Background: an optimization exercise with open tools, aiming at small area, a short achievable clock period and few clock cycles per item. Do not read the settings as production practice.
Function was checked by simulation only, so behaviour that the tests miss may differ from the original.
Power and IR drop assume default switching activity.

run a:
==> flow/design.v (excerpt) <==
module fft(clk, rst, data_in, wr_en, data_out, next_data_rd, busy, start);
Size: about 11000 cells after synthesis, about 150000 sq um of cells after synthesis.
Settings: LEC_CHECK=0, CAP_MARGIN=70, CORE_AREA=5 5 555 555, DIE_AREA=0 0 560 560, PLACE_DENSITY=0.65, SETUP_SLACK_MARGIN=5, SLEW_MARGIN=70; clock period 22.0 ns.
run.sh (not shown) runs the stock make flow with config.mk's settings and CLKGATE_MAP_FILE= SYNTH_SCRIPT=/design/flow/synth_recipe.tcl, a recipe that flattens the netlist after the stock synthesis.
Run a closes out successfully: all stages finished, all timing, DRC and antenna checks passed.
Testbench counts of run a, summed over its fixed seeds: cycles 19,008, frames 64.
Input-level comparison between run b and run a:
- a deleted SETUP_SLACK_MARGIN that had been 5
==> flow/flow/run.sh (new file) <==
#!/bin/bash
# Layout flow: the standard ORFS flow (standard.sh, all steps, with the
# settings of config.mk), except that the timing repairs (after floorplan,
# clock tree synthesis and global routing) aim for 16 ns of setup slack at
# the 22 ns clock instead of 0, so that they also speed up paths that already
# meet it.  The clock, constraints, synthesis and everything else are the
# standard flow's.  The whole output of the flow goes to flow.log; ORFS keeps
# the log of each of its steps under orfs/logs.
set -euo pipefail
export SETUP_SLACK_MARGIN=16
bash standard.sh > flow.log 2>&1
==> flow/standard.sh (new file) <==
#!/bin/bash
# synth_recipe.tcl (not shown) runs the flow's synth.tcl, then flattens the netlist and writes it again
# the make line also repeats each setting of config.mk as NAME=value (left out here)
make -C /OpenROAD-flow-scripts/flow DESIGN_CONFIG=/design/flow/config.mk WORK_HOME=/design/flow/orfs CLKGATE_MAP_FILE= SYNTH_SCRIPT=/design/flow/synth_recipe.tcl "${@:-finish}"
removed: flow/run.sh
--- outcome ---
- Having completed the whole flow, run b delivered a layout that passed the timing, design-rule and antenna checks.
- Summary of run b over run a: number of resized instances in the post-cts repair step increased by 35 relative to the old numbers; sequential power share rose 0.4 points; clock period minus final worst setup slack went down; via count barely changed; worst-case headroom to the max-slew limit now sits higher.
- Average size of a mapped cell: run a vs run b identical
- Compared with run a, in run b total wire length after detailed routing saw a decrease; maximum fanout along the worst path saw little to no change; fmax saw an increase.
- Diff run b..run a | total DRC errors in the routed layout | unchanged


Setup of juniper:
Another version of the RTL of fft (not shown whole).
Size in the first run: ~11000 cells after synthesis, ~46 I/O pins, about 0.15 mm² of cells after synthesis.
==> flow/config.mk <==
export PLATFORM = sky130hd
export DESIGN_NAME = fft
export DESIGN_NICKNAME = fft
export VERILOG_FILES = /design/flow/design.v
export SDC_FILE = /design/flow/constraint.sdc
export NUM_CORES = 8
export LEC_CHECK = 0
export CAP_MARGIN = 20
export CORE_AREA = 5 5 555 555
export DIE_AREA = 0 0 560 560
export PLACE_DENSITY = 0.65
export SLEW_MARGIN = 20
==> flow/constraint.sdc <==
create_clock -name core_clock -period 22.0 [get_ports {clk}]
set_input_delay 4.4000 -clock core_clock [delete_from_list [all_inputs] [get_ports {clk}]]
set_output_delay 4.4000 -clock core_clock [all_outputs]
set_load 0.01 [all_outputs]
standard.sh (not shown) runs the stock make flow with config.mk's settings and CLKGATE_MAP_FILE= SYNTH_SCRIPT=/design/flow/synth_recipe.tcl, a recipe that flattens the netlist after the stock synthesis.
==> flow/flow/run.sh <==
#!/bin/bash
# Layout flow: the standard ORFS flow (standard.sh, all steps, with the
# settings of config.mk), except that the timing repairs (after floorplan,
# clock tree synthesis and global routing) aim for 16 ns of setup slack at
# the 22 ns clock instead of 0, so that they also speed up paths that already
# meet it.  The clock, constraints, synthesis and everything else are the
# standard flow's.  The whole output of the flow goes to flow.log; ORFS keeps
# the log of each of its steps under orfs/logs.
set -euo pipefail
export SETUP_SLACK_MARGIN=16
bash standard.sh > flow.log 2>&1
juniper ran to completion and came out clean on the timing, design-rule and antenna checks.
Testbench counts of juniper, summed over its fixed seeds: cycles 18,944, frames 64.
> inputs changed (juniper -> nickel)
diff --git a/flow/config.mk b/flow/config.mk
--- a/flow/config.mk
+++ b/flow/config.mk
@@ -8,5 +8,7 @@
 export CAP_MARGIN = 20
-export CORE_AREA = 5 5 555 555
-export DIE_AREA = 0 0 560 560
-export PLACE_DENSITY = 0.65
+export CORE_AREA = 5 5 515 515
+export CTS_CLUSTER_DIAMETER = 90
+export CTS_CLUSTER_SIZE = 24
+export DIE_AREA = 0 0 520 520
+export PLACE_DENSITY = 0.72
 export SLEW_MARGIN = 20
Results
Compared with juniper, nickel shows a lower number of fillers in the final layout.
The run with more routed wire is juniper, not nickel.
[compare] base=juniper new=nickel: minimum clock period after layout lost 21 ps, number of antenna violations at the first check in global routing lost about 20%, clock network power share lost 7.3 points, fraction of area in non-clock buffers neither gained nor lost much, total power of the final layout lost 10%.
Going from juniper to nickel, the part of the power in combinational logic was found to have gone up by 3.5 points.
Looking at source of the critical timing path, the data_out[14]$_DFF_P_ result is from nickel; the next_data_rd one comes from juniper.
Average cell area after synthesis: nickel vs juniper identical


Setup of build 92:
Another version of the RTL of fft (not shown whole).
For scale: about 11000 cells after synthesis, about 3000 flip-flops, roughly 46 I/O pins, ~0.15 mm^2 of cells after synthesis.
==> flow/config.mk <==
export PLATFORM = sky130hd
export DESIGN_NAME = fft
export DESIGN_NICKNAME = fft
export VERILOG_FILES = /design/flow/design.v
export SDC_FILE = /design/flow/constraint.sdc
export NUM_CORES = 8
export LEC_CHECK = 0
export CAP_MARGIN = 20
export CORE_AREA = 5 5 515 515
export CTS_CLUSTER_DIAMETER = 80
export CTS_CLUSTER_SIZE = 20
export DIE_AREA = 0 0 520 520
export PLACE_DENSITY = 0.72
export SLEW_MARGIN = 20
==> flow/constraint.sdc <==
create_clock -name core_clock -period 22.0 [get_ports {clk}]
set_input_delay 4.4000 -clock core_clock [delete_from_list [all_inputs] [get_ports {clk}]]
set_output_delay 4.4000 -clock core_clock [all_outputs]
set_load 0.01 [all_outputs]
==> flow/flow/run.sh <==
#!/bin/bash
# Layout flow: the standard ORFS flow (standard.sh, all steps, with the
# settings of config.mk), with two changes:
#  - the timing repairs (after floorplan, clock tree synthesis and global
#    routing) aim for 16 ns of setup slack at the 22 ns clock instead of 0,
#    so that they also speed up paths that already meet it;
#  - the buffers that the flow puts on every input and output port are
#    sky130_fd_sc_hd__buf_2 cells (instead of the flow's first pick, a delay
#    cell), which the repairs may then resize.
# The clock, constraints, synthesis and everything else are the standard
# flow's.  The whole output of the flow goes to flow.log; ORFS keeps the log
# of each of its steps under orfs/logs.
set -euo pipefail
export SETUP_SLACK_MARGIN=16
export BUFFER_PORTS_ARGS="-buffer_cell sky130_fd_sc_hd__buf_2"
bash standard.sh > flow.log 2>&1
Testbench counts of build 92, summed over its fixed seeds: cycles 18,112, frames 64.
Relative to build 92, the following input files were edited for build 97:
- SLEW_MARGIN now 70, was 20
- SETUP_SLACK_MARGIN now 5, previously not set
- CAP_MARGIN now 70, was 20
==> flow/run.sh (new file) <==
#!/bin/bash
# synth_recipe.tcl (not shown) runs the flow's synth.tcl, then flattens the netlist and writes it again
# the make line also repeats each setting of config.mk as NAME=value (left out here)
make -C /OpenROAD-flow-scripts/flow DESIGN_CONFIG=/design/flow/config.mk WORK_HOME=/design/flow/orfs CLKGATE_MAP_FILE= SYNTH_SCRIPT=/design/flow/synth_recipe.tcl finish
removed: flow/flow/run.sh
removed: flow/standard.sh
Findings:
Between build 92 and build 97, wire length of the first global-routing pass is lower for build 92, build 97 comes in above that. On sum of met3 wire segment lengths after detailed routing, the higher figure sits with build 92, not build 97. Build 92 leaves more setup margin than build 97. Relative to build 92, the via count of the first global-routing pass measured on build 97 has increased slightly. Build 97 -> build 92: share of final layout cell area taken by clock buffers and inverters flat. Build 97 against build 92; met2 layer wire length in the routed design is up by a few percent.
Inputs modified between build 97 and build 78:
- CTS_CLUSTER_DIAMETER now 90, was 80
- SETUP_SLACK_MARGIN no longer set, was 5
- CTS_CLUSTER_SIZE now 24, was 20
- SLEW_MARGIN now 20, was 70
- CAP_MARGIN now 20, was 70
==> flow/flow/run.sh (new file) <==
#!/bin/bash
# Layout flow: the standard ORFS flow (standard.sh, all steps, with the
# settings of config.mk), except that the timing repairs (after floorplan,
# clock tree synthesis and global routing) aim for 16 ns of setup slack at
# the 22 ns clock instead of 0, so that they also speed up paths that already
# meet it.  The clock, constraints, synthesis and everything else are the
# standard flow's.  The whole output of the flow goes to flow.log; ORFS keeps
# the log of each of its steps under orfs/logs.
set -euo pipefail
export SETUP_SLACK_MARGIN=16
bash standard.sh > flow.log 2>&1
==> flow/standard.sh (new file) <==
#!/bin/bash
# synth_recipe.tcl (not shown) runs the flow's synth.tcl, then flattens the netlist and writes it again
# the make line also repeats each setting of config.mk as NAME=value (left out here)
make -C /OpenROAD-flow-scripts/flow DESIGN_CONFIG=/design/flow/config.mk WORK_HOME=/design/flow/orfs CLKGATE_MAP_FILE= SYNTH_SCRIPT=/design/flow/synth_recipe.tcl "${@:-finish}"
removed: flow/run.sh
==> comparison <==
- Build 78 did not stop at any stage, and its layout met the timing, design-rule and antenna checks.
- Build 78 ends up with lower design area than build 97 does.
- STATUS worst-case clock skew: build 78 wins against build 97
- Core utilization: build 78 lower than build 97
- Capturing instance or port of the critical path: data_out[7] -> build 97, dq[10] -> build 78
- Build 78 ended up with a lower power than build 97 did.
- In the tables for build 97 and build 78, proportion of cell area occupied by registers reads higher with build 78.
- Build 78 does better than build 97 on first-iteration DRC count.
- Via count of the first global-routing pass came out lower on build 78 than on build 97.
- Diff build 97 -> build 78 | number of placed instances, taps included | down slightly

==> port drivers added, routing unchanged <==
In the flow no input, the clock included, has a driving cell. The finished layouts below were timed again as built, in two steps. Step 1 (the two cells are an assumption about what drives the block):
set clk [get_ports {clk}]
set_driving_cell -lib_cell sky130_fd_sc_hd__clkbuf_16 $clk
set_driving_cell -lib_cell sky130_fd_sc_hd__buf_2 [delete_from_list [all_inputs] $clk]
Step 2, shift: input delay + t, output delay - t, t = (earliest + latest rising clock arrival at the registers) / 2. This alone moves slack from input paths to output paths. a / b / c = no drivers / after step 1 / after step 2; a / b = the first two.
run	shift t [ns]	slack for setup (ns)	hold WS [ns]	worst setup path at the end	cell pins on the clock port's net
run a	1.026	15.669 / 15.565 / 15.624	0.391 / 0.391 / 0.391	input to register	1
run b	0.971	16.058 / 15.958 / 15.667	0.390 / 0.390 / 0.390	input to register	1
juniper	1.014	16.044 / 15.976 / 15.102	0.391 / 0.391 / 0.391	input to register	1
nickel	0.959	16.065 / 15.969 / 15.371	0.406 / 0.406 / 0.406	input to register	1
build 92	0.986	16.078 / 15.977 / 15.428	0.364 / 0.364 / 0.364	input to register	1
build 97	0.976	15.752 / 15.653 / 15.821	0.351 / 0.351 / 0.351	input to register	1
build 78	0.969	15.902 / 15.851 / 15.006	0.381 / 0.381 / 0.381	input to register	1
After both steps setup and hold are still met in every run listed. For juniper, which loses most, drivers alone change the setup slack by -0.068 ns; drivers and shift together by -0.942 ns.
